From an optimization exercise on the open Yosys and OpenROAD flow, aimed at small area and a short achievable clock period; shortcuts taken in it are not production practice.
No functional check of the RTL was part of any run shown here.
Power and IR drop assume default switching activity.

--- design/flow/flow/run.sh ---
#!/bin/bash
# Standard ORFS layout (the standard.sh, standard synthesis unchanged); the only
# difference is the cell used for the port buffers that buffer_ports inserts.
set -euo pipefail
export BUFFER_PORTS_ARGS="-buffer_cell sky130_fd_sc_hd__buf_2"
bash standard.sh > standard_flow.log 2>&1
--- design/flow/constraint.sdc ---
create_clock -name core_clock -period 7.5 [get_ports {clk}]
set_input_delay 1.5000 -clock core_clock [delete_from_list [all_inputs] [get_ports {clk}]]
set_output_delay 1.5000 -clock core_clock [all_outputs]
set_load 0.01 [all_outputs]
--- design/flow/config.mk ---
export PLATFORM = sky130hd
export DESIGN_NAME = mac
export DESIGN_NICKNAME = mac
export VERILOG_FILES = /design/flow/design.v
export SDC_FILE = /design/flow/constraint.sdc
export NUM_CORES = 4
export LEC_CHECK = 0
export CAP_MARGIN = 20
export CORE_MARGIN = 2
export CORE_UTILIZATION = 40
export SETUP_SLACK_MARGIN = 4.5
export SLEW_MARGIN = 60
export SYNTH_HIERARCHICAL = 1
export SYNTH_MINIMUM_KEEP_SIZE = 0
export TNS_END_PERCENT = 0
--- design/flow/design.v ---
module mac (
    input  logic clk,
    input  logic rst,
    input  logic signed [15:0] a_in,
    input  logic signed [15:0] b_in,
    input  logic acc_clear,
    output logic acc_out_valid,
    output logic signed [34:0] acc_out
);
logic [15:0] a_r;
logic [7:0] one_r, two_r, neg_r;
wire  [16:0] bx = {b_in, 1'b0};
integer k;
always_ff @(posedge clk) begin
    for (k = 0; k < 8; k = k + 1) begin
        one_r[k] <= bx[2*k+1] ^ bx[2*k];
        two_r[k] <= (bx[2*k+2] & ~bx[2*k+1] & ~bx[2*k]) | (~bx[2*k+2] & bx[2*k+1] & bx[2*k]);
        neg_r[k] <= bx[2*k+2];
    end
    a_r <= rst ? 16'd0 : a_in;
end
wire [17:0] ax = {a_r[15], a_r, 1'b0};
wire [16:0] pp0;
wire [16:0] pp1;
wire [16:0] pp2;
wire [16:0] pp3;
wire [16:0] pp4;
wire [16:0] pp5;
wire [16:0] pp6;
wire [16:0] pp7;
genvar gi, gj;
generate for (gj = 0; gj < 8; gj = gj + 1) begin : g_pp
    for (gi = 0; gi < 17; gi = gi + 1) begin : g_bit
        wire v = (one_r[gj] & ax[gi+1]) | (two_r[gj] & ax[gi]);
        if (gj == 0) assign pp0[gi] = v ^ neg_r[0];
        if (gj == 1) assign pp1[gi] = v ^ neg_r[1];
        if (gj == 2) assign pp2[gi] = v ^ neg_r[2];
        if (gj == 3) assign pp3[gi] = v ^ neg_r[3];
        if (gj == 4) assign pp4[gi] = v ^ neg_r[4];
        if (gj == 5) assign pp5[gi] = v ^ neg_r[5];
        if (gj == 6) assign pp6[gi] = v ^ neg_r[6];
        if (gj == 7) assign pp7[gi] = v ^ neg_r[7];
    end
end endgenerate
logic [34:0] acc_s;
logic [28:0] acc_cr;
wire  [34:0] acc_c;
logic [1:0] t;
wire hold = acc_out_valid & ~acc_clear;
wire [34:0] acc_in_s = acc_clear ? 35'd0 : acc_s;
wire [34:0] acc_in_c = acc_clear ? 35'd0 : acc_c;
assign acc_c = {acc_cr[28], 1'b0, acc_cr[27], acc_cr[26], acc_cr[25], acc_cr[24], acc_cr[23], acc_cr[22], acc_cr[21], acc_cr[20], acc_cr[19], acc_cr[18], acc_cr[17], acc_cr[16], acc_cr[15], acc_cr[14], acc_cr[13], acc_cr[12], acc_cr[11], acc_cr[10], acc_cr[9], acc_cr[8], acc_cr[7], acc_cr[6], acc_cr[5], acc_cr[4], acc_cr[3], 1'b0, acc_cr[2], 1'b0, acc_cr[1], 1'b0, acc_cr[0], 1'b0, 1'b0};
wire acc_in_sn19;
mac_nclr u_nc19 (.a(acc_s[19]), .clr(acc_clear), .y(acc_in_sn19));
wire acc_in_sn21;
mac_nclr u_nc21 (.a(acc_s[21]), .clr(acc_clear), .y(acc_in_sn21));
wire acc_in_sn23;
mac_nclr u_nc23 (.a(acc_s[23]), .clr(acc_clear), .y(acc_in_sn23));
wire acc_in_sn25;
mac_nclr u_nc25 (.a(acc_s[25]), .clr(acc_clear), .y(acc_in_sn25));
wire acc_in_sn27;
mac_nclr u_nc27 (.a(acc_s[27]), .clr(acc_clear), .y(acc_in_sn27));
wire acc_in_sn29;
mac_nclr u_nc29 (.a(acc_s[29]), .clr(acc_clear), .y(acc_in_sn29));
wire acc_in_sn31;
mac_nclr u_nc31 (.a(acc_s[31]), .clr(acc_clear), .y(acc_in_sn31));
wire acc_in_sn32;
mac_nclr u_nc32 (.a(acc_s[32]), .clr(acc_clear), .y(acc_in_sn32));
wire acc_in_sn33;
mac_nclr u_nc33 (.a(acc_s[33]), .clr(acc_clear), .y(acc_in_sn33));
wire acc_in_sn34;
mac_nclr u_nc34 (.a(acc_s[34]), .clr(acc_clear), .y(acc_in_sn34));
wire s0, c0, s1, c1, s2, c2, s3, c3, s4, c4, s5, c5, s6, c6, s7, c7, s8, c8, s9, c9, s10, c10, s11, c11, s12, c12, s13, c13, s14, c14, s15, c15, s16, c16, s17, c17, s18, c18, s19, c19, s20, c20, s21, c21, s22, c22, s23, c23, s24, c24, s25, c25, s26, c26, s27, c27, s28, c28, s29, c29, s30, c30, s31, c31, s32, c32, s33, c33, s34, c34, s35, c35, s36, c36, s37, c37, s38, c38, s39, c39, s40, c40, s41, c41, s42, c42, s43, c43, s44, c44, s45, c45, s46, c46, s47, c47, s48, c48, s49, c49, s50, c50, s51, c51, s52, c52, s53, c53, s54, c54, s55, c55, s56, c56, s57, c57, s58, c58, s59, c59, s60, c60, s61, c61, s62, c62, s63, c63, s64, c64, s65, c65, s66, c66, s67, c67, s68, c68, s69, c69, s70, c70, s71, c71, s72, c72, s73, c73, s74, c74, s75, c75, s76, c76, s77, c77, s78, c78, s79, c79, s80, c80, s81, c81, s82, c82, s83, c83, s84, c84, s85, c85, s86, c86, s87, c87, s88, c88, s89, c89, s90, c90, s91, c91, s92, c92, s93, c93, s94, c94, s95, c95, s96, c96, s97, c97, s98, c98, s99, c99, s100, c100, s101, c101, s102, c102, s103, c103, s104, c104, s105, c105, s106, c106, s107, c107, s108, c108, s109, c109, s110, c110, s111, c111, s112, c112, s113, c113, s114, c114, s115, c115, s116, c116, s117, c117, s118, c118, s119, c119, s120, c120, s121, c121, s122, c122, s123, c123, s124, c124, s125, c125, s126, c126, s127, c127, s128, c128, s129, c129, s130, c130, s131, c131, s132, c132, s133, c133, s134, c134, s135, c135, s136, c136, s137, c137, s138, c138, s139, c139, s140, c140, s141, c141, s142, c142, s143, c143, s144, c144, s145, c145, s146, c146, s147, c147, s148, c148, s149, c149, s150, c150, s151, c151, s152, c152, s153, c153;
mac_ha u_ha0 (.a(neg_r[0]), .b(pp0[0]), .s(s0), .co(c0));
mac_ha u_ha1 (.a(pp0[1]), .b(c0), .s(s1), .co(c1));
mac_fa u_fa2 (.a(neg_r[1]), .b(pp0[2]), .c(pp1[0]), .s(s2), .co(c2));
mac_fa u_fa3 (.a(s2), .b(c1), .c(acc_in_s[2]), .s(s3), .co(c3));
mac_fa u_fa4 (.a(pp0[3]), .b(pp1[1]), .c(c2), .s(s4), .co(c4));
mac_ha u_ha5 (.a(s4), .b(acc_in_s[3]), .s(s5), .co(c5));
mac_fa u_fa6 (.a(neg_r[2]), .b(pp0[4]), .c(pp1[2]), .s(s6), .co(c6));
mac_fa u_fa7 (.a(pp2[0]), .b(s6), .c(c4), .s(s7), .co(c7));
mac_fa u_fa8 (.a(acc_in_s[4]), .b(acc_in_c[4]), .c(c5), .s(s8), .co(c8));
mac_fa u_fa9 (.a(pp0[5]), .b(pp1[3]), .c(pp2[1]), .s(s9), .co(c9));
mac_fa u_fa10 (.a(c6), .b(s9), .c(acc_in_s[5]), .s(s10), .co(c10));
mac_ha u_ha11 (.a(c7), .b(s10), .s(s11), .co(c11));
mac_fa u_fa12 (.a(neg_r[3]), .b(pp0[6]), .c(pp1[4]), .s(s12), .co(c12));
mac_fa u_fa13 (.a(pp2[2]), .b(pp3[0]), .c(c9), .s(s13), .co(c13));
mac_fa u_fa14 (.a(s12), .b(s13), .c(acc_in_s[6]), .s(s14), .co(c14));
mac_fa u_fa15 (.a(acc_in_c[6]), .b(c10), .c(s14), .s(s15), .co(c15));
mac_fa u_fa16 (.a(pp0[7]), .b(pp1[5]), .c(pp2[3]), .s(s16), .co(c16));
mac_fa u_fa17 (.a(pp3[1]), .b(c12), .c(s16), .s(s17), .co(c17));
mac_fa u_fa18 (.a(c13), .b(acc_in_s[7]), .c(s17), .s(s18), .co(c18));
mac_ha u_ha19 (.a(c14), .b(s18), .s(s19), .co(c19));
mac_fa u_fa20 (.a(neg_r[4]), .b(pp0[8]), .c(pp1[6]), .s(s20), .co(c20));
mac_fa u_fa21 (.a(pp2[4]), .b(pp3[2]), .c(pp4[0]), .s(s21), .co(c21));
mac_fa u_fa22 (.a(c16), .b(s20), .c(s21), .s(s22), .co(c22));
mac_fa u_fa23 (.a(c17), .b(acc_in_s[8]), .c(acc_in_c[8]), .s(s23), .co(c23));
mac_fa u_fa24 (.a(s22), .b(c18), .c(s23), .s(s24), .co(c24));
mac_fa u_fa25 (.a(pp0[9]), .b(pp1[7]), .c(pp2[5]), .s(s25), .co(c25));
mac_fa u_fa26 (.a(pp3[3]), .b(pp4[1]), .c(c20), .s(s26), .co(c26));
mac_fa u_fa27 (.a(c21), .b(s25), .c(s26), .s(s27), .co(c27));
mac_fa u_fa28 (.a(c22), .b(acc_in_s[9]), .c(acc_in_c[9]), .s(s28), .co(c28));
mac_fa u_fa29 (.a(c23), .b(s27), .c(s28), .s(s29), .co(c29));
mac_fa u_fa30 (.a(neg_r[5]), .b(pp0[10]), .c(pp1[8]), .s(s30), .co(c30));
mac_fa u_fa31 (.a(pp2[6]), .b(pp3[4]), .c(pp4[2]), .s(s31), .co(c31));
mac_fa u_fa32 (.a(pp5[0]), .b(c25), .c(s30), .s(s32), .co(c32));
mac_fa u_fa33 (.a(s31), .b(c26), .c(acc_in_s[10]), .s(s33), .co(c33));
mac_fa u_fa34 (.a(acc_in_c[10]), .b(s32), .c(c27), .s(s34), .co(c34));
mac_fa u_fa35 (.a(c28), .b(s33), .c(s34), .s(s35), .co(c35));
mac_fa u_fa36 (.a(pp0[11]), .b(pp1[9]), .c(pp2[7]), .s(s36), .co(c36));
mac_fa u_fa37 (.a(pp3[5]), .b(pp4[3]), .c(pp5[1]), .s(s37), .co(c37));
mac_fa u_fa38 (.a(c30), .b(c31), .c(s36), .s(s38), .co(c38));
mac_fa u_fa39 (.a(s37), .b(c32), .c(acc_in_s[11]), .s(s39), .co(c39));
mac_fa u_fa40 (.a(acc_in_c[11]), .b(s38), .c(c33), .s(s40), .co(c40));
mac_fa u_fa41 (.a(s39), .b(c34), .c(s40), .s(s41), .co(c41));
mac_fa u_fa42 (.a(neg_r[6]), .b(pp0[12]), .c(pp1[10]), .s(s42), .co(c42));
mac_fa u_fa43 (.a(pp2[8]), .b(pp3[6]), .c(pp4[4]), .s(s43), .co(c43));
mac_fa u_fa44 (.a(pp5[2]), .b(pp6[0]), .c(c36), .s(s44), .co(c44));
mac_fa u_fa45 (.a(c37), .b(s42), .c(s43), .s(s45), .co(c45));
mac_fa u_fa46 (.a(s44), .b(c38), .c(acc_in_s[12]), .s(s46), .co(c46));
mac_fa u_fa47 (.a(acc_in_c[12]), .b(s45), .c(c39), .s(s47), .co(c47));
mac_fa u_fa48 (.a(s46), .b(c40), .c(s47), .s(s48), .co(c48));
mac_fa u_fa49 (.a(pp0[13]), .b(pp1[11]), .c(pp2[9]), .s(s49), .co(c49));
mac_fa u_fa50 (.a(pp3[7]), .b(pp4[5]), .c(pp5[3]), .s(s50), .co(c50));
mac_fa u_fa51 (.a(pp6[1]), .b(c42), .c(c43), .s(s51), .co(c51));
mac_fa u_fa52 (.a(s49), .b(s50), .c(c44), .s(s52), .co(c52));
mac_fa u_fa53 (.a(s51), .b(c45), .c(acc_in_s[13]), .s(s53), .co(c53));
mac_fa u_fa54 (.a(acc_in_c[13]), .b(s52), .c(c46), .s(s54), .co(c54));
mac_fa u_fa55 (.a(s53), .b(c47), .c(s54), .s(s55), .co(c55));
mac_fa u_fa56 (.a(neg_r[7]), .b(pp0[14]), .c(pp1[12]), .s(s56), .co(c56));
mac_fa u_fa57 (.a(pp2[10]), .b(pp3[8]), .c(pp4[6]), .s(s57), .co(c57));
mac_fa u_fa58 (.a(pp5[4]), .b(pp6[2]), .c(pp7[0]), .s(s58), .co(c58));
mac_fa u_fa59 (.a(c49), .b(c50), .c(s56), .s(s59), .co(c59));
mac_fa u_fa60 (.a(s57), .b(s58), .c(c51), .s(s60), .co(c60));
mac_fa u_fa61 (.a(acc_in_s[14]), .b(acc_in_c[14]), .c(s59), .s(s61), .co(c61));
mac_fa u_fa62 (.a(c52), .b(s60), .c(c53), .s(s62), .co(c62));
mac_fa u_fa63 (.a(s61), .b(c54), .c(s62), .s(s63), .co(c63));
mac_fa u_fa64 (.a(pp0[15]), .b(pp1[13]), .c(pp2[11]), .s(s64), .co(c64));
mac_fa u_fa65 (.a(pp3[9]), .b(pp4[7]), .c(pp5[5]), .s(s65), .co(c65));
mac_fa u_fa66 (.a(pp6[3]), .b(pp7[1]), .c(c56), .s(s66), .co(c66));
mac_fa u_fa67 (.a(c57), .b(c58), .c(s64), .s(s67), .co(c67));
mac_fa u_fa68 (.a(s65), .b(s66), .c(c59), .s(s68), .co(c68));
mac_fa u_fa69 (.a(acc_in_s[15]), .b(acc_in_c[15]), .c(s67), .s(s69), .co(c69));
mac_fa u_fa70 (.a(c60), .b(c61), .c(s68), .s(s70), .co(c70));
mac_fa u_fa71 (.a(s69), .b(c62), .c(s70), .s(s71), .co(c71));
mac_fa u_fa72 (.a(pp0[16]), .b(pp1[14]), .c(pp2[12]), .s(s72), .co(c72));
mac_fa u_fa73 (.a(pp3[10]), .b(pp4[8]), .c(pp5[6]), .s(s73), .co(c73));
mac_fa u_fa74 (.a(pp6[4]), .b(pp7[2]), .c(c64), .s(s74), .co(c74));
mac_fa u_fa75 (.a(c65), .b(s72), .c(s73), .s(s75), .co(c75));
mac_fa u_fa76 (.a(c66), .b(s74), .c(c67), .s(s76), .co(c76));
mac_fa u_fa77 (.a(acc_in_s[16]), .b(acc_in_c[16]), .c(s75), .s(s77), .co(c77));
mac_fa u_fa78 (.a(c68), .b(c69), .c(s76), .s(s78), .co(c78));
mac_fa u_fa79 (.a(s77), .b(c70), .c(s78), .s(s79), .co(c79));
mac_fa u_fa80 (.a(pp0[16]), .b(pp1[15]), .c(pp2[13]), .s(s80), .co(c80));
mac_fa u_fa81 (.a(pp3[11]), .b(pp4[9]), .c(pp5[7]), .s(s81), .co(c81));
mac_fa u_fa82 (.a(pp6[5]), .b(pp7[3]), .c(c72), .s(s82), .co(c82));
mac_fa u_fa83 (.a(c73), .b(s80), .c(s81), .s(s83), .co(c83));
mac_fa u_fa84 (.a(c74), .b(s82), .c(c75), .s(s84), .co(c84));
mac_fa u_fa85 (.a(acc_in_s[17]), .b(acc_in_c[17]), .c(s83), .s(s85), .co(c85));
mac_fa u_fa86 (.a(c76), .b(c77), .c(s84), .s(s86), .co(c86));
mac_fa u_fa87 (.a(s85), .b(c78), .c(s86), .s(s87), .co(c87));
mac_fa u_fa88 (.a(~pp0[16]), .b(~pp1[16]), .c(pp2[14]), .s(s88), .co(c88));
mac_fa u_fa89 (.a(pp3[12]), .b(pp4[10]), .c(pp5[8]), .s(s89), .co(c89));
mac_fa u_fa90 (.a(pp6[6]), .b(pp7[4]), .c(c80), .s(s90), .co(c90));
mac_fa u_fa91 (.a(c81), .b(s88), .c(s89), .s(s91), .co(c91));
mac_fa u_fa92 (.a(c82), .b(s90), .c(c83), .s(s92), .co(c92));
mac_fa u_fa93 (.a(acc_in_s[18]), .b(acc_in_c[18]), .c(s91), .s(s93), .co(c93));
mac_fa u_fa94 (.a(c84), .b(c85), .c(s92), .s(s94), .co(c94));
mac_fa u_fa95 (.a(s93), .b(c86), .c(s94), .s(s95), .co(c95));
mac_fa u_fa96 (.a(pp2[15]), .b(pp3[13]), .c(pp4[11]), .s(s96), .co(c96));
mac_fa u_fa97 (.a(pp5[9]), .b(pp6[7]), .c(pp7[5]), .s(s97), .co(c97));
mac_fa u_fa98 (.a(c88), .b(c89), .c(s96), .s(s98), .co(c98));
mac_fa u_fa99 (.a(s97), .b(c90), .c(c91), .s(s99), .co(c99));
mac_fa u_fa100 (.a(acc_in_sn19), .b(acc_in_c[19]), .c(s98), .s(s100), .co(c100));
mac_fa u_fa101 (.a(c92), .b(c93), .c(s99), .s(s101), .co(c101));
mac_fa u_fa102 (.a(s100), .b(c94), .c(s101), .s(s102), .co(c102));
mac_fa u_fa103 (.a(~pp2[16]), .b(pp3[14]), .c(pp4[12]), .s(s103), .co(c103));
mac_fa u_fa104 (.a(pp5[10]), .b(pp6[8]), .c(pp7[6]), .s(s104), .co(c104));
mac_fa u_fa105 (.a(c96), .b(c97), .c(s103), .s(s105), .co(c105));
mac_fa u_fa106 (.a(s104), .b(c98), .c(acc_in_s[20]), .s(s106), .co(c106));
mac_fa u_fa107 (.a(acc_in_c[20]), .b(acc_in_s[19]), .c(s105), .s(s107), .co(c107));
mac_fa u_fa108 (.a(c99), .b(c100), .c(s106), .s(s108), .co(c108));
mac_fa u_fa109 (.a(s107), .b(c101), .c(s108), .s(s109), .co(c109));
mac_fa u_fa110 (.a(pp3[15]), .b(pp4[13]), .c(pp5[11]), .s(s110), .co(c110));
mac_fa u_fa111 (.a(pp6[9]), .b(pp7[7]), .c(c103), .s(s111), .co(c111));
mac_fa u_fa112 (.a(c104), .b(s110), .c(s111), .s(s112), .co(c112));
mac_fa u_fa113 (.a(c105), .b(acc_in_sn21), .c(acc_in_c[21]), .s(s113), .co(c113));
mac_fa u_fa114 (.a(c106), .b(c107), .c(s112), .s(s114), .co(c114));
mac_fa u_fa115 (.a(s113), .b(c108), .c(s114), .s(s115), .co(c115));
mac_fa u_fa116 (.a(~pp3[16]), .b(pp4[14]), .c(pp5[12]), .s(s116), .co(c116));
mac_fa u_fa117 (.a(pp6[10]), .b(pp7[8]), .c(c110), .s(s117), .co(c117));
mac_fa u_fa118 (.a(s116), .b(c111), .c(s117), .s(s118), .co(c118));
mac_fa u_fa119 (.a(acc_in_s[22]), .b(acc_in_c[22]), .c(acc_in_s[21]), .s(s119), .co(c119));
mac_fa u_fa120 (.a(c112), .b(c113), .c(s118), .s(s120), .co(c120));
mac_fa u_fa121 (.a(s119), .b(c114), .c(s120), .s(s121), .co(c121));
mac_fa u_fa122 (.a(pp4[15]), .b(pp5[13]), .c(pp6[11]), .s(s122), .co(c122));
mac_fa u_fa123 (.a(pp7[9]), .b(c116), .c(s122), .s(s123), .co(c123));
mac_fa u_fa124 (.a(c117), .b(acc_in_sn23), .c(acc_in_c[23]), .s(s124), .co(c124));
mac_fa u_fa125 (.a(s123), .b(c118), .c(c119), .s(s125), .co(c125));
mac_fa u_fa126 (.a(s124), .b(c120), .c(s125), .s(s126), .co(c126));
mac_fa u_fa127 (.a(~pp4[16]), .b(pp5[14]), .c(pp6[12]), .s(s127), .co(c127));
mac_fa u_fa128 (.a(pp7[10]), .b(c122), .c(s127), .s(s128), .co(c128));
mac_fa u_fa129 (.a(c123), .b(acc_in_s[24]), .c(acc_in_c[24]), .s(s129), .co(c129));
mac_fa u_fa130 (.a(acc_in_s[23]), .b(s128), .c(c124), .s(s130), .co(c130));
mac_fa u_fa131 (.a(s129), .b(c125), .c(s130), .s(s131), .co(c131));
mac_fa u_fa132 (.a(pp5[15]), .b(pp6[13]), .c(pp7[11]), .s(s132), .co(c132));
mac_fa u_fa133 (.a(c127), .b(s132), .c(c128), .s(s133), .co(c133));
mac_fa u_fa134 (.a(acc_in_sn25), .b(acc_in_c[25]), .c(c129), .s(s134), .co(c134));
mac_fa u_fa135 (.a(s133), .b(c130), .c(s134), .s(s135), .co(c135));
mac_fa u_fa136 (.a(~pp5[16]), .b(pp6[14]), .c(pp7[12]), .s(s136), .co(c136));
mac_fa u_fa137 (.a(c132), .b(s136), .c(acc_in_s[26]), .s(s137), .co(c137));
mac_fa u_fa138 (.a(acc_in_c[26]), .b(acc_in_s[25]), .c(c133), .s(s138), .co(c138));
mac_fa u_fa139 (.a(s137), .b(c134), .c(s138), .s(s139), .co(c139));
mac_fa u_fa140 (.a(pp6[15]), .b(pp7[13]), .c(c136), .s(s140), .co(c140));
mac_fa u_fa141 (.a(s140), .b(acc_in_sn27), .c(acc_in_c[27]), .s(s141), .co(c141));
mac_fa u_fa142 (.a(c137), .b(s141), .c(c138), .s(s142), .co(c142));
mac_fa u_fa143 (.a(~pp6[16]), .b(pp7[14]), .c(c140), .s(s143), .co(c143));
mac_fa u_fa144 (.a(acc_in_s[28]), .b(acc_in_c[28]), .c(acc_in_s[27]), .s(s144), .co(c144));
mac_fa u_fa145 (.a(s143), .b(c141), .c(s144), .s(s145), .co(c145));
mac_fa u_fa146 (.a(pp7[15]), .b(acc_in_sn29), .c(acc_in_c[29]), .s(s146), .co(c146));
mac_fa u_fa147 (.a(c143), .b(c144), .c(s146), .s(s147), .co(c147));
mac_fa u_fa148 (.a(~pp7[16]), .b(acc_in_s[30]), .c(acc_in_c[30]), .s(s148), .co(c148));
mac_fa u_fa149 (.a(acc_in_s[29]), .b(c146), .c(s148), .s(s149), .co(c149));
mac_fa u_fa150 (.a(acc_in_sn31), .b(acc_in_c[31]), .c(c148), .s(s150), .co(c150));
mac_fa u_fa151 (.a(acc_in_sn32), .b(acc_in_c[32]), .c(acc_in_s[31]), .s(s151), .co(c151));
mac_ha u_ha152 (.a(acc_in_sn33), .b(acc_in_s[32]), .s(s152), .co(c152));
mac_fa u_fa153 (.a(acc_in_sn34), .b(acc_in_c[34]), .c(acc_in_s[33]), .s(s153), .co(c153));
wire [34:0] rx = {c152, s152, c150, c149, c147, c145, c142, c139, c135, c131, c126, c121, c115, c109, c102, c95, c87, c79, c71, c63, c55, c48, c41, c35, c29, c24, c19, s19, c11, s11, s7, s5, acc_in_c[2], s1, s0};
wire [34:0] ry = {s153, c151, s151, s150, s149, s147, s145, s142, s139, s135, s131, s126, s121, s115, s109, s102, s95, s87, s79, s71, s63, s55, s48, s41, s35, s29, s24, c15, s15, c8, s8, c3, s3, acc_in_s[1], acc_in_s[0]};
wire [34:0] nxt_s;
wire [34:0] nxt_c;
wire [34:0] bp = rx ^ ry;
wire [34:0] bg = rx & ry;
wire [35:0] bc;
assign bc[0] = 1'b0;
assign nxt_s[0] = bp[0];
assign bc[1] = bg[0];
mac_xor u_bx1 (.a(bp[1]), .b(bc[1]), .y(nxt_s[1]));
assign bc[2] = 1'b0;
assign nxt_s[2] = bp[2];
assign bc[3] = bg[2];
mac_xor u_bx3 (.a(bp[3]), .b(bc[3]), .y(nxt_s[3]));
assign bc[4] = 1'b0;
assign nxt_s[4] = bp[4];
assign bc[5] = bg[4];
mac_xor u_bx5 (.a(bp[5]), .b(bc[5]), .y(nxt_s[5]));
assign bc[6] = 1'b0;
assign nxt_s[6] = bp[6];
assign bc[7] = bg[6];
mac_xor u_bx7 (.a(bp[7]), .b(bc[7]), .y(nxt_s[7]));
assign bc[8] = 1'b0;
assign nxt_s[8] = bp[8];
assign bc[9] = 1'b0;
assign nxt_s[9] = bp[9];
assign bc[10] = 1'b0;
assign nxt_s[10] = bp[10];
assign bc[11] = 1'b0;
assign nxt_s[11] = bp[11];
assign bc[12] = 1'b0;
assign nxt_s[12] = bp[12];
assign bc[13] = 1'b0;
assign nxt_s[13] = bp[13];
assign bc[14] = 1'b0;
assign nxt_s[14] = bp[14];
assign bc[15] = 1'b0;
assign nxt_s[15] = bp[15];
assign bc[16] = 1'b0;
assign nxt_s[16] = bp[16];
assign bc[17] = 1'b0;
assign nxt_s[17] = bp[17];
assign bc[18] = 1'b0;
assign nxt_s[18] = bp[18];
assign bc[19] = 1'b0;
assign nxt_s[19] = bp[19];
assign bc[20] = 1'b0;
assign nxt_s[20] = bp[20];
assign bc[21] = 1'b0;
assign nxt_s[21] = bp[21];
assign bc[22] = 1'b0;
assign nxt_s[22] = bp[22];
assign bc[23] = 1'b0;
assign nxt_s[23] = bp[23];
assign bc[24] = 1'b0;
assign nxt_s[24] = bp[24];
assign bc[25] = 1'b0;
assign nxt_s[25] = bp[25];
assign bc[26] = 1'b0;
assign nxt_s[26] = bp[26];
assign bc[27] = 1'b0;
assign nxt_s[27] = bp[27];
assign bc[28] = 1'b0;
assign nxt_s[28] = bp[28];
assign bc[29] = 1'b0;
assign nxt_s[29] = bp[29];
assign bc[30] = 1'b0;
assign nxt_s[30] = bp[30];
assign bc[31] = 1'b0;
assign nxt_s[31] = bp[31];
assign bc[32] = 1'b0;
assign nxt_s[32] = bp[32];
assign bc[33] = bg[32];
mac_xor u_bx33 (.a(bp[33]), .b(bc[33]), .y(nxt_s[33]));
assign bc[34] = 1'b0;
assign nxt_s[34] = bp[34];
assign nxt_c[0] = 1'b0;
assign nxt_c[1] = 1'b0;
assign nxt_c[2] = bg[1] | (bp[1] & bc[1]);
assign nxt_c[3] = 1'b0;
assign nxt_c[4] = bg[3] | (bp[3] & bc[3]);
assign nxt_c[5] = 1'b0;
assign nxt_c[6] = bg[5] | (bp[5] & bc[5]);
assign nxt_c[7] = 1'b0;
assign nxt_c[8] = bg[7] | (bp[7] & bc[7]);
assign nxt_c[9] = bg[8];
assign nxt_c[10] = bg[9];
assign nxt_c[11] = bg[10];
assign nxt_c[12] = bg[11];
assign nxt_c[13] = bg[12];
assign nxt_c[14] = bg[13];
assign nxt_c[15] = bg[14];
assign nxt_c[16] = bg[15];
assign nxt_c[17] = bg[16];
assign nxt_c[18] = bg[17];
assign nxt_c[19] = bg[18];
assign nxt_c[20] = bg[19];
assign nxt_c[21] = bg[20];
assign nxt_c[22] = bg[21];
assign nxt_c[23] = bg[22];
assign nxt_c[24] = bg[23];
assign nxt_c[25] = bg[24];
assign nxt_c[26] = bg[25];
assign nxt_c[27] = bg[26];
assign nxt_c[28] = bg[27];
assign nxt_c[29] = bg[28];
assign nxt_c[30] = bg[29];
assign nxt_c[31] = bg[30];
assign nxt_c[32] = bg[31];
assign nxt_c[33] = 1'b0;
assign nxt_c[34] = bg[33] | (bp[33] & bc[33]);
wire [28:0] nxt_cr = {nxt_c[34], nxt_c[32], nxt_c[31], nxt_c[30], nxt_c[29], nxt_c[28], nxt_c[27], nxt_c[26], nxt_c[25], nxt_c[24], nxt_c[23], nxt_c[22], nxt_c[21], nxt_c[20], nxt_c[19], nxt_c[18], nxt_c[17], nxt_c[16], nxt_c[15], nxt_c[14], nxt_c[13], nxt_c[12], nxt_c[11], nxt_c[10], nxt_c[9], nxt_c[8], nxt_c[6], nxt_c[4], nxt_c[2]};
always_ff @(posedge clk) begin
    if (rst) begin
        acc_s <= '0; acc_cr <= '0; acc_out_valid <= 1'b0; t <= 2'd0;
    end else if (acc_clear) begin
        acc_s <= nxt_s; acc_cr <= nxt_cr; t <= 2'd1; acc_out_valid <= 1'b0;
    end else if (!acc_out_valid) begin
        acc_s <= nxt_s; acc_cr <= nxt_cr; t <= t + 2'd1; acc_out_valid <= (t == 2'd3);
    end
end
wire ao0 = &acc_s[1:0];
wire ao1 = &acc_s[3:2];
wire ao2 = &acc_s[5:4];
wire ao3 = &acc_s[7:6];
wire ao4 = &acc_s[8:8];
wire ao5 = &acc_s[9:9];
wire ao6 = &acc_s[10:10];
wire ao7 = &acc_s[11:11];
wire ao8 = &acc_s[12:12];
wire ao9 = &acc_s[13:13];
wire ao10 = &acc_s[14:14];
wire ao11 = &acc_s[15:15];
wire ao12 = &acc_s[16:16];
wire ao13 = &acc_s[17:17];
wire ao14 = &acc_s[18:18];
wire ao15 = &acc_s[19:19];
wire ao16 = &acc_s[20:20];
wire ao17 = &acc_s[21:21];
wire ao18 = &acc_s[22:22];
wire ao19 = &acc_s[23:23];
wire ao20 = &acc_s[24:24];
wire ao21 = &acc_s[25:25];
wire ao22 = &acc_s[26:26];
wire ao23 = &acc_s[27:27];
wire ao24 = &acc_s[28:28];
wire ao25 = &acc_s[29:29];
wire ao26 = &acc_s[30:30];
wire ao27 = &acc_s[31:31];
wire ao28 = &acc_s[33:32];
wire ao29 = &acc_s[34:34];
wire xg0 = acc_c[4] | (ao1 & acc_c[2]);
wire xp0 = ao1 & ao0;
wire xg1 = acc_c[8] | (ao3 & acc_c[6]);
wire xp1 = ao3 & ao2;
wire xg2 = acc_c[10] | (ao5 & acc_c[9]);
wire xp2 = ao5 & ao4;
wire xg3 = acc_c[12] | (ao7 & acc_c[11]);
wire xp3 = ao7 & ao6;
wire xg4 = acc_c[14] | (ao9 & acc_c[13]);
wire xp4 = ao9 & ao8;
wire xg5 = acc_c[16] | (ao11 & acc_c[15]);
wire xp5 = ao11 & ao10;
wire xg6 = acc_c[18] | (ao13 & acc_c[17]);
wire xp6 = ao13 & ao12;
wire xg7 = acc_c[20] | (ao15 & acc_c[19]);
wire xp7 = ao15 & ao14;
wire xg8 = acc_c[22] | (ao17 & acc_c[21]);
wire xp8 = ao17 & ao16;
wire xg9 = acc_c[24] | (ao19 & acc_c[23]);
wire xp9 = ao19 & ao18;
wire xg10 = acc_c[26] | (ao21 & acc_c[25]);
wire xp10 = ao21 & ao20;
wire xg11 = acc_c[28] | (ao23 & acc_c[27]);
wire xp11 = ao23 & ao22;
wire xg12 = acc_c[30] | (ao25 & acc_c[29]);
wire xp12 = ao25 & ao24;
wire xg13 = acc_c[32] | (ao27 & acc_c[31]);
wire xp13 = ao27 & ao26;
wire xg14 = acc_c[6] | (ao2 & xg0);
wire xp14 = ao2 & xp0;
wire xg15 = xg1 | (xp1 & xg0);
wire xp15 = xp1 & xp0;
wire xg16 = acc_c[11] | (ao6 & xg2);
wire xp16 = ao6 & xp2;
wire xg17 = xg3 | (xp3 & xg2);
wire xp17 = xp3 & xp2;
wire xg18 = acc_c[15] | (ao10 & xg4);
wire xp18 = ao10 & xp4;
wire xg19 = xg5 | (xp5 & xg4);
wire xp19 = xp5 & xp4;
wire xg20 = acc_c[19] | (ao14 & xg6);
wire xp20 = ao14 & xp6;
wire xg21 = xg7 | (xp7 & xg6);
wire xp21 = xp7 & xp6;
wire xg22 = acc_c[23] | (ao18 & xg8);
wire xp22 = ao18 & xp8;
wire xg23 = xg9 | (xp9 & xg8);
wire xp23 = xp9 & xp8;
wire xg24 = acc_c[27] | (ao22 & xg10);
wire xp24 = ao22 & xp10;
wire xg25 = xg11 | (xp11 & xg10);
wire xp25 = xp11 & xp10;
wire xg26 = acc_c[31] | (ao26 & xg12);
wire xp26 = ao26 & xp12;
wire xg27 = xg13 | (xp13 & xg12);
wire xp27 = xp13 & xp12;
wire xg28 = acc_c[9] | (ao4 & xg15);
wire xp28 = ao4 & xp15;
wire xg29 = xg2 | (xp2 & xg15);
wire xp29 = xp2 & xp15;
wire xg30 = xg16 | (xp16 & xg15);
wire xp30 = xp16 & xp15;
wire xg31 = xg17 | (xp17 & xg15);
wire xp31 = xp17 & xp15;
wire xg32 = acc_c[17] | (ao12 & xg19);
wire xp32 = ao12 & xp19;
wire xg33 = xg6 | (xp6 & xg19);
wire xp33 = xp6 & xp19;
wire xg34 = xg20 | (xp20 & xg19);
wire xp34 = xp20 & xp19;
wire xg35 = xg21 | (xp21 & xg19);
wire xp35 = xp21 & xp19;
wire xg36 = acc_c[25] | (ao20 & xg23);
wire xp36 = ao20 & xp23;
wire xg37 = xg10 | (xp10 & xg23);
wire xp37 = xp10 & xp23;
wire xg38 = xg24 | (xp24 & xg23);
wire xp38 = xp24 & xp23;
wire xg39 = xg25 | (xp25 & xg23);
wire xp39 = xp25 & xp23;
wire xg40 = acc_c[34] | (ao28 & xg27);
wire xp40 = ao28 & xp27;
wire xg41 = acc_c[13] | (ao8 & xg31);
wire xp41 = ao8 & xp31;
wire xg42 = xg4 | (xp4 & xg31);
wire xp42 = xp4 & xp31;
wire xg43 = xg18 | (xp18 & xg31);
wire xp43 = xp18 & xp31;
wire xg44 = xg19 | (xp19 & xg31);
wire xp44 = xp19 & xp31;
wire xg45 = xg32 | (xp32 & xg31);
wire xp45 = xp32 & xp31;
wire xg46 = xg33 | (xp33 & xg31);
wire xp46 = xp33 & xp31;
wire xg47 = xg34 | (xp34 & xg31);
wire xp47 = xp34 & xp31;
wire xg48 = xg35 | (xp35 & xg31);
wire xp48 = xp35 & xp31;
wire xg49 = acc_c[29] | (ao24 & xg39);
wire xp49 = ao24 & xp39;
wire xg50 = xg12 | (xp12 & xg39);
wire xp50 = xp12 & xp39;
wire xg51 = xg26 | (xp26 & xg39);
wire xp51 = xp26 & xp39;
wire xg52 = xg27 | (xp27 & xg39);
wire xp52 = xp27 & xp39;
wire xg53 = xg40 | (xp40 & xg39);
wire xp53 = xp40 & xp39;
wire xg54 = acc_c[21] | (ao16 & xg48);
wire xp54 = ao16 & xp48;
wire xg55 = xg8 | (xp8 & xg48);
wire xp55 = xp8 & xp48;
wire xg56 = xg22 | (xp22 & xg48);
wire xp56 = xp22 & xp48;
wire xg57 = xg23 | (xp23 & xg48);
wire xp57 = xp23 & xp48;
wire xg58 = xg36 | (xp36 & xg48);
wire xp58 = xp36 & xp48;
wire xg59 = xg37 | (xp37 & xg48);
wire xp59 = xp37 & xp48;
wire xg60 = xg38 | (xp38 & xg48);
wire xp60 = xp38 & xp48;
wire xg61 = xg39 | (xp39 & xg48);
wire xp61 = xp39 & xp48;
wire xg62 = xg49 | (xp49 & xg48);
wire xp62 = xp49 & xp48;
wire xg63 = xg50 | (xp50 & xg48);
wire xp63 = xp50 & xp48;
wire xg64 = xg51 | (xp51 & xg48);
wire xp64 = xp51 & xp48;
wire xg65 = xg52 | (xp52 & xg48);
wire xp65 = xp52 & xp48;
wire xg66 = xg53 | (xp53 & xg48);
wire xp66 = xp53 & xp48;
wire ci0 = 1'b0;
mac_xor u_xo0 (.a(acc_s[0]), .b(ci0), .y(acc_out[0]));
mac_xor u_xo1 (.a(acc_s[1]), .b(ci0 & acc_s[0]), .y(acc_out[1]));
wire ci1 = acc_c[2];
mac_xor u_xo2 (.a(acc_s[2]), .b(ci1), .y(acc_out[2]));
mac_xor u_xo3 (.a(acc_s[3]), .b(ci1 & acc_s[2]), .y(acc_out[3]));
wire ci2 = xg0;
mac_xor u_xo4 (.a(acc_s[4]), .b(ci2), .y(acc_out[4]));
mac_xor u_xo5 (.a(acc_s[5]), .b(ci2 & acc_s[4]), .y(acc_out[5]));
wire ci3 = xg14;
mac_xor u_xo6 (.a(acc_s[6]), .b(ci3), .y(acc_out[6]));
mac_xor u_xo7 (.a(acc_s[7]), .b(ci3 & acc_s[6]), .y(acc_out[7]));
wire ci4 = xg15;
mac_xor u_xo8 (.a(acc_s[8]), .b(ci4), .y(acc_out[8]));
wire ci5 = xg28;
mac_xor u_xo9 (.a(acc_s[9]), .b(ci5), .y(acc_out[9]));
wire ci6 = xg29;
mac_xor u_xo10 (.a(acc_s[10]), .b(ci6), .y(acc_out[10]));
wire ci7 = xg30;
mac_xor u_xo11 (.a(acc_s[11]), .b(ci7), .y(acc_out[11]));
wire ci8 = xg31;
mac_xor u_xo12 (.a(acc_s[12]), .b(ci8), .y(acc_out[12]));
wire ci9 = xg41;
mac_xor u_xo13 (.a(acc_s[13]), .b(ci9), .y(acc_out[13]));
wire ci10 = xg42;
mac_xor u_xo14 (.a(acc_s[14]), .b(ci10), .y(acc_out[14]));
wire ci11 = xg43;
mac_xor u_xo15 (.a(acc_s[15]), .b(ci11), .y(acc_out[15]));
wire ci12 = xg44;
mac_xor u_xo16 (.a(acc_s[16]), .b(ci12), .y(acc_out[16]));
wire ci13 = xg45;
mac_xor u_xo17 (.a(acc_s[17]), .b(ci13), .y(acc_out[17]));
wire ci14 = xg46;
mac_xor u_xo18 (.a(acc_s[18]), .b(ci14), .y(acc_out[18]));
wire ci15 = xg47;
mac_xor u_xo19 (.a(acc_s[19]), .b(ci15), .y(acc_out[19]));
wire ci16 = xg48;
mac_xor u_xo20 (.a(acc_s[20]), .b(ci16), .y(acc_out[20]));
wire ci17 = xg54;
mac_xor u_xo21 (.a(acc_s[21]), .b(ci17), .y(acc_out[21]));
wire ci18 = xg55;
mac_xor u_xo22 (.a(acc_s[22]), .b(ci18), .y(acc_out[22]));
wire ci19 = xg56;
mac_xor u_xo23 (.a(acc_s[23]), .b(ci19), .y(acc_out[23]));
wire ci20 = xg57;
mac_xor u_xo24 (.a(acc_s[24]), .b(ci20), .y(acc_out[24]));
wire ci21 = xg58;
mac_xor u_xo25 (.a(acc_s[25]), .b(ci21), .y(acc_out[25]));
wire ci22 = xg59;
mac_xor u_xo26 (.a(acc_s[26]), .b(ci22), .y(acc_out[26]));
wire ci23 = xg60;
mac_xor u_xo27 (.a(acc_s[27]), .b(ci23), .y(acc_out[27]));
wire ci24 = xg61;
mac_xor u_xo28 (.a(acc_s[28]), .b(ci24), .y(acc_out[28]));
wire ci25 = xg62;
mac_xor u_xo29 (.a(acc_s[29]), .b(ci25), .y(acc_out[29]));
wire ci26 = xg63;
mac_xor u_xo30 (.a(acc_s[30]), .b(ci26), .y(acc_out[30]));
wire ci27 = xg64;
mac_xor u_xo31 (.a(acc_s[31]), .b(ci27), .y(acc_out[31]));
wire ci28 = xg65;
mac_xor u_xo32 (.a(acc_s[32]), .b(ci28), .y(acc_out[32]));
mac_xor u_xo33 (.a(acc_s[33]), .b(ci28 & acc_s[32]), .y(acc_out[33]));
wire ci29 = xg66;
mac_xor u_xo34 (.a(acc_s[34]), .b(ci29), .y(acc_out[34]));
endmodule
module mac_fa (input logic a, input logic b, input logic c, output logic s, output logic co);
    assign s = a ^ b ^ c;
    assign co = (a & b) | (c & (a ^ b));
endmodule
module mac_ha (input logic a, input logic b, output logic s, output logic co);
    assign s = a ^ b;
    assign co = a & b;
endmodule
module mac_nclr (input logic a, input logic clr, output logic y);
    assign y = ~a | clr;
endmodule
module mac_xor (input logic a, input logic b, output logic y);
    assign y = a ^ b;
endmodule
--- design/flow/standard.sh ---
#!/bin/bash
# synth_recipe.tcl (not shown) runs the flow's synth.tcl, then flattens the netlist and writes it again
# the make line also repeats each setting of config.mk as NAME=value (left out here)
make -C /OpenROAD-flow-scripts/flow DESIGN_CONFIG=/design/flow/config.mk WORK_HOME=/design/flow/orfs CLKGATE_MAP_FILE= SYNTH_SCRIPT=/design/flow/synth_recipe.tcl "${@:-finish}"
==> flow_metrics.py, run 1 <==
metrics = {
    "outcome": {
        "status": "no timing/DRC/antenna violations",
    },
    "layout": {
        "areaGrowthSynthToFinish_pct": 12.7,
        "diodes": 0,
        "layout_commonest_cell": "fa_1",
        "drive_gt1_frac": 0.190,
        "nets": 1377,
        "mostFrequentLayoutCells": "fa_1 (144), nand2_1 (136), xnor2_1 (130)",
    },
    "global_route": {
        "track_usage": 0.201,
        "grt_start_max_net_pins": 74,
        "grt-ovfl-total": 0,
        "grt_pass1_vias": 8314,
        "antenna_found_initial": 0,
        "grt_first_pass_wirelength_um": 45000,
    },
    "floorplanning": {
        "rows": 60,
        "fp.coreArea_mm2": 0.0267,
        "initial_core_util": 0.404,
        "die_y_um": 168,
        "io_pins": 71,
        "die_x_um": 168,
        "die-area_mm2": 0.0283,
    },
    "route": {
        "viasPerCell": 5.47,
        "drc": 0,
        "wl_per_cell_um": 18.4,
        "first_pass_iters": 4,
        "drtAntennaViolNets": 0,
        "vias": 8200,
        "finalWirelength_um": 27600,
        "drtIter0Drc": 474,
    },
    "timing": {
        "maxSlewViolCount": 0,
        "fmax_ghz": 0.262,
        "period_needed_ns": 3.82,
        "setup_slack_ns": 3.68,
        "rsz0062_at_grt": "true",
        "hold_viol_final": 0,
        "fin_skew_ns": 0.0101,
        "finalCritPeriodShare": 0.510,
        "fin_setup_tns_ns": 0,
        "setup_viol": 0,
        "worst_slew_pin_slew_ns": 0.525,
        "relSlewSlack": 0.650,
    },
    "yosys": {
        "ys_warn_count": 7,
        "synth_flop_cell": "dfxtp_1",
        "syn_area_mm2": 0.0108,
        "yosysSeqAreaShare": 0.199,
        "synth_area_per_cell_um2": 9.56,
        "yosysTopAreaCellShare": 0.275,
        "synth.lib_cells_used.distinct": 44,
        "synth_cells": 1129,
        "synth_edf_count": 0,
        "ys_top_cells_by_area": "fa_1 (27%), dfxtp_1 (20%), xnor2_1 (11%), a22oi_1 (8.4%), nand2_1 (4.9%)",
        "yosysTopAreaCell": "fa_1",
        "ys_ff_latch": 107,
        "synthArstFlopShare": 0,
    },
    "clocking": {
        "clock_sinks": 107,
        "cts_tree": "done",
        "cts-buffers-inserted": 9,
        "root_buffer": "clkbuf_16",
        "clk_pin_slew_worst_paths_ns": 0.08,
        "clk_latency_ns": 0.37,
        "clk_path_buf_depth": 2,
        "cts_hold_buf": 0,
        "h-tree-depth": 3,
    },
    "placed_design": {
        "dp_hpwl_um": 19000,
        "post-place-ws_ns": 3.14,
        "port_buffers": 70,
        "routabilityCongestion": 0.818,
    },
    "critical_path": {
        "reg2reg_from": "one_r[0]$_DFF_P_",
        "crit_start": "acc_s[19]$_SDFFE_PP0P_",
        "worst_setup_path_end_kind": "primary output",
        "crit_path_max_fanout": 6,
        "r2r_end": "acc_s[15]$_SDFFE_PP0P_",
        "worstSetupEndpoint": "acc_out[30]",
        "crit_required_ns": 6.00,
        "reg2reg_slack_ns": 3.71,
        "arrival_ns": 2.32,
        "path_class": "reg2out",
        "startpoint_type": "register",
        "rr_worst_depth": 11,
    },
    "pwr": {
        "p_comb_frac": 0.667,
        "p_int_uw": 2420,
        "max-vdd-ir-drop_mv": 0.189,
        "swShare": 0.449,
        "p_leak_uw": 0.00485,
        "sequentialPowerShare": 0.223,
        "pwr-share-clk": 0.110,
        "p_per_area_mw_per_mm2": 361,
        "netSwitchingPower_uw": 1970,
    },
    "flow_run": {
        "maxCapViolCount": 0,
    },
    "min_path": {
        "hp-class": "reg2reg",
        "whs_path_depth": 2,
    },
}
==> kinds of logic after synthesis <==
| family | count (synthesis) | share of synthesized area |
|---|---|---|
| muxes | 1 | 0.000928 |
| other | 1 | 0.000348 |
| xor gates and xnor gates | 185 | 0.150 |
| buffers and inverters | 109 | 0.0390 |
| DFF | 107 | 0.199 |
| AOI/OAI and AO/OA | 257 | 0.162 |
| and+or+nand+nor | 280 | 0.127 |
| adders and majority gates | 189 | 0.322 |
==> area by class of cell <==
cell class                 instances  area, µm²
fill                            2579      14600
tap                              341        427
sequential                       107       2320
clock buffer                      13        262
clock inverter                     3       18.8
multi-input combinational        914       8380
timing repair buffer             113        723
inverter                           8       30.0
==> worst min path at each step <==
stage	from	to	slack, ns
after global placement	acc_cr[15]$_SDFFE_PP0P_	acc_cr[15]$_SDFFE_PP0P_	0.46
after detailed placement	acc_cr[26]$_SDFFE_PP0P_	acc_cr[26]$_SDFFE_PP0P_	0.45
after global routing	acc_cr[7]$_SDFFE_PP0P_	acc_cr[7]$_SDFFE_PP0P_	0.51
final	acc_cr[26]$_SDFFE_PP0P_	acc_cr[26]$_SDFFE_PP0P_	0.47
after floorplan	acc_cr[26]$_SDFFE_PP0P_	acc_cr[26]$_SDFFE_PP0P_	0.44
after CTS	acc_cr[26]$_SDFFE_PP0P_	acc_cr[26]$_SDFFE_PP0P_	0.47
==> worst max-delay path: stages (launching register included) <==
cell	delay, ns
dfxtp_4	0.39
nand2_2	0.09
nor4_4	0.37
nand2_2	0.20
a31oi_4	0.28
a211o_1	0.17
a31o_1	0.16
xor2_1	0.14
buf_2	0.15
==> synthesized netlist by cell type (all sizes together), types with 4 or more instances <==
master  instances
clkbuf         88
nor2           17
a22oi         120
nor3            7
buf            13
a21oi          72
nor2b          81
and2            4
a211oi          9
o21ai          28
nand2b         17
inv             8
fa            148
nand3           4
nand2         140
a21o           15
ha             41
dfxtp         107
nand3b          6
xor2           54
a31oi           4
xnor2         131
==> registers in the layout, summed over array words and instances, names as in the netlist <==
register and cells:
acc_cr 29, one_r 8, t 2, a_r 16, acc_s 35, neg_r 8, acc_out_valid 1, two_r 8
==> repair_timing <==
| action | in CTS | in global routing |
|---|---|---|
| cloned | 0 | 0 |
| pin swaps | 19 | 14 |
| buffers inserted | 22 | 15 |
| endpoints found under the setup margin | 94 | 95 |
| resized for setup | 68 | 25 |
==> through the flow <==
stage | cells | hold slack [ns] | cell area [µm²] | power, µW | util
after floorplan | 1130 | 0.437 | 10900 | 3110 | -
after global placement | 1445 | 0.456 | 11200 | 3840 | 0.420
after detailed placement | 1445 | 0.455 | 11300 | 3880 | 0.423
after CTS | 1483 | 0.472 | 11900 | 4440 | 0.447
after global routing | 1499 | 0.506 | 12200 | 4930 | 0.455
final | 1499 | 0.471 | 12200 | 4400 | 0.455
==> per-module statistics from Yosys (local to each module, per instance) <==
module / cells inside / flip-flops and latches / copies in the design
mac_fa: 1 / 0 / 148
mac_ha: 1 / 0 / 6
mac_xor: 1 / 0 / 40
mac: 925 / 107 / 1
mac_nclr: 1 / 0 / 10
==> routing by layer <==
| layer | vias to the layer above | share of wire | track usage |
|---|---|---|---|
| li1 | 3809 | - | - |
| met1 | 4130 | 0.41 | 0.255 |
| met4 | 0 | 0.028 | 0.0686 |
| met5 | - | 0 | 0 |
| met2 | 214 | 0.52 | 0.352 |
| met3 | 47 | 0.041 | 0.0282 |
==> power by group through the flow <==
| stage | sequential (µW) | clock, µW | combinational, µW |
|---|---|---|---|
| 2_1_floorplan | 858 | 0 | 2250 |
| 6_report | 979 | 484 | 2930 |
| 4_1_cts | 975 | 495 | 2970 |
| 5_1_grt | 1010 | 520 | 3400 |
| 3_3_place_gp | 985 | 0 | 2860 |
| 3_5_place_dp | 985 | 0 | 2900 |
==> inputs of run 2 (changes only) <==
--- a/design/flow/config.mk
+++ b/design/flow/config.mk
@@ -8,7 +8,7 @@
 export CAP_MARGIN = 20
 export CORE_MARGIN = 2
 export CORE_UTILIZATION = 40
-export SETUP_SLACK_MARGIN = 4.5
+export SETUP_SLACK_MARGIN = 3.7
 export SLEW_MARGIN = 60
 export SYNTH_HIERARCHICAL = 1
 export SYNTH_MINIMUM_KEEP_SIZE = 0
==> run 2 against run 1 <==
  * Register-to-register slack barely moved
  * Synthesized cell count did not move
  * Sequential share of layout area rose by 0.11 points
  * Clock power rose by 5.6%
  * Final cell count fell by 1.1%
  * Design area fell by 1.1%
  * Routed wire length fell by 1.2%
  * Clock-buffer cell count fell by 3
==> flow_metrics.py, run 2 <==
metrics = {
    "global_route": {
        "grt_pass1_vias": 8168,
        "grt_first_pass_wirelength_um": 44200,
        "grt_start_max_net_pins": 84,
        "track_usage": 0.197,
        "grt-ovfl-total": 0,
        "antenna_found_initial": 0,
    },
    "yosys": {
        "synth_most_common_cell": "fa_1",
        "synthTopCellsByCount": "fa_1 (148), nand2_1 (140), xnor2_1 (131), a22oi_1 (120), dfxtp_1 (107)",
        "synth_area_per_cell_um2": 9.56,
        "synthArstFlopShare": 0,
        "synth_xor_area_frac": 0.150,
        "synth.lib_cells_used.distinct": 44,
        "synth_cells": 1129,
        "yosysTopAreaCellShare": 0.275,
        "synth_edf_count": 0,
        "synth_compound_area_frac": 0.162,
        "yosysSeqAreaShare": 0.199,
        "synth_flop_cell": "dfxtp_1",
        "syn_area_mm2": 0.0108,
        "ys_warn_count": 7,
        "synthMuxAreaShare": 0.000928,
        "ys_top_cells_by_area": "fa_1 (27%), dfxtp_1 (20%), xnor2_1 (11%), a22oi_1 (8.4%), nand2_1 (4.9%)",
        "ys_ff_latch": 107,
        "synthAdderAreaFrac": 0.322,
        "yosysTopAreaCell": "fa_1",
        "synth_top_family_by_area": "adder cells",
        "synthSimpleGateAreaFrac": 0.127,
    },
    "timing": {
        "setup_viol": 0,
        "setup_slack_ns": 3.68,
        "fin_skew_ns": 0.0125,
        "hold_viol_final": 0,
        "finalCritPeriodShare": 0.509,
        "rsz0062_at_grt": "true",
        "fmax_ghz": 0.262,
        "period_needed_ns": 3.82,
        "maxSlewViolCount": 0,
        "whs_ns": 0.467,
        "fin_setup_tns_ns": 0,
    },
    "route": {
        "viasPerCell": 5.45,
        "drc": 0,
        "wl_per_cell_um": 18.4,
        "first_pass_iters": 5,
        "drtIter0Drc": 573,
        "drtAntennaViolNets": 0,
        "finalWirelength_um": 27300,
        "vias": 8080,
    },
    "floorplanning": {
        "io_pins": 71,
        "rows": 60,
        "die_x_um": 168,
        "fp.coreArea_mm2": 0.0267,
        "initial_core_util": 0.404,
        "die_y_um": 168,
        "die-area_mm2": 0.0283,
    },
    "clocking": {
        "cts_tree": "done",
        "cts-buffers-inserted": 9,
        "clk_latency_ns": 0.37,
        "clk_pin_slew_worst_paths_ns": 0.08,
        "clk_path_buf_depth": 2,
        "cts_hold_buf": 0,
        "clock_sinks": 107,
        "root_buffer": "clkbuf_16",
        "h-tree-depth": 3,
    },
    "placed_design": {
        "port_buffers": 70,
        "post-place-ws_ns": 2.86,
        "routabilityCongestion": 0.843,
        "dp_hpwl_um": 19500,
    },
    "layout": {
        "layout_commonest_cell": "fa_1",
        "mostFrequentLayoutCells": "fa_1 (146), nand2_1 (139), xnor2_1 (130)",
        "drive_gt1_frac": 0.172,
        "diodes": 0,
        "top_regs": "acc_s (35), acc_cr (29), a_r (16)",
        "nets": 1361,
        "largest_register_ffs": 35,
        "areaGrowthSynthToFinish_pct": 11.6,
        "largest-register": "acc_s",
    },
    "critical_path": {
        "arrival_ns": 2.32,
        "startpoint_type": "register",
        "crit_path_max_incr_delay_ns": 0.39,
        "crit_required_ns": 6.00,
        "cp_slowest_cell": "dfxtp_4",
        "worst_setup_path_end_kind": "primary output",
        "path_class": "reg2out",
        "cp_cell_sequence": "nand2_1 -> nor4_4 -> nand2_2 -> a31oi_4 -> a211o_1 -> and2_1 -> xor2_1 -> buf_2",
        "crit_path_max_fanout": 7,
    },
    "pwr": {
        "max-vdd-ir-drop_mv": 0.191,
        "p_leak_uw": 0.00478,
        "p_per_area_mw_per_mm2": 367,
    },
    "flow_run": {
        "maxCapViolCount": 0,
    },
    "outcome": {
        "status": "no timing/DRC/antenna violations",
    },
    "min_path": {
        "hp-class": "reg2reg",
    },
}
==> run 2: layer usage <==
| metal | part of all wire | GRT usage |
|---|---|---|
| met2 | 0.52 | 0.341 |
| met1 | 0.41 | 0.254 |
| met5 | 0 | 0 |
| met3 | 0.040 | 0.0237 |
| met4 | 0.030 | 0.0705 |
==> run 2: metrics by stage <==
stage	power (µW)	std cells	instance area [µm²]	util
CTS	4470	1477	11900	0.446
detailed placement	3900	1447	11300	0.423
global placement	3820	1446	11200	0.420
floorplan	3100	1130	10800	-
finish	4410	1483	12000	0.450
global route	4930	1483	12000	0.450
==> run 2: timing repair <==
item | CTS | global route
endpoints found under the setup margin | 55 | 44
resized for setup | 61 | 20
endpoints found under the hold margin | 0 | 0
setup buffers | 14 | 5
cloned | 0 | 0
pin swaps | 14 | 8
==> run 2: path summary, 6_finish.rpt <==
kind / start / to / slack [ns] / cells past startpoint
min reg2reg: acc_cr[26]$_SDFFE_PP0P_ / acc_cr[26]$_SDFFE_PP0P_ / 0.47 / 2
min: acc_cr[26]$_SDFFE_PP0P_ / acc_cr[26]$_SDFFE_PP0P_ / 0.47 / 2
max reg2reg: a_r[1]$_SDFF_PP0_ / acc_s[17]$_SDFFE_PP0P_ / 3.70 / 10
max: acc_s[13]$_SDFFE_PP0P_ / acc_out[29] / 3.68 / 8
==> run 2: cell families (layout without fill, tap and decap cells) <==
family | Yosys count | count (layout)
XOR/XNOR | 185 | 185
multiplexers | 1 | 1
AND/OR/NAND/NOR | 280 | 280
flip-flops | 107 | 107
adder cells (fa/ha/maj) | 189 | 189
other | 1 | 2
AO/OA/AOI/OAI | 257 | 257
buffers and inverters | 109 | 121
==> run 2: critical path, delay by kind of cell, from the launching register on <==
kind            cells  cell delay (ns)
compound gates      2             0.43
xor+xnor            1             0.15
buf+inv             1             0.16
flops               1             0.39
simple gates        4             0.82
==> run 2: report_power, final <==
group | switching, µW | internal [µW] | total [µW]
registers | 247 | 738 | 984
logic | 1490 | 1430 | 2920
clock network | 238 | 272 | 511
==> run 2: area by class of cell <==
| class | count | area [µm²] |
|---|---|---|
| Clock inverter | 6 | 71.3 |
| Tap cell | 341 | 427 |
| Fill cell | 2605 | 14700 |
| Sequential cell | 107 | 2310 |
| Multi-Input combinational cell | 914 | 8350 |
| Inverter | 8 | 30.0 |
| Timing Repair Buffer | 97 | 603 |
| Clock buffer | 10 | 239 |
==> run 2: modules after synthesis (local to each module, per instance) <==
module    times used  cells inside
mac_fa           148             1
mac                1           925
mac_xor           40             1
mac_ha             6             1
mac_nclr          10             1

## separate check: timing with driven ports
In the flow no input, the clock included, has a driving cell. The finished layouts below were timed again as built, in two steps. Step 1 (the two cells are an assumption about what drives the block):
set clk [get_ports {clk}]
set_driving_cell -lib_cell sky130_fd_sc_hd__clkbuf_16 $clk
set_driving_cell -lib_cell sky130_fd_sc_hd__buf_2 [delete_from_list [all_inputs] $clk]
Step 2 times the ports against the registers' clock, not the clock port: input delays grow and output delays shrink by t, the midpoint of the rising clock arrivals with the driver on. Three values: ideal ports, drivers, drivers and shift; two values: the first two.
run | t, ns | setup slack, ns | worst setup path after step 2 | cell pins on the clock port's net
run 1 | 0.416 | 3.677 / 3.630 / 3.355 | input to register | 1
run 2 | 0.408 | 3.683 / 3.635 / 3.332 | input to register | 1
After both steps setup and hold are still met in every run listed. The setup slack of run 2, which loses most, moves by -0.048 ns with the drivers and by -0.351 ns with both steps.
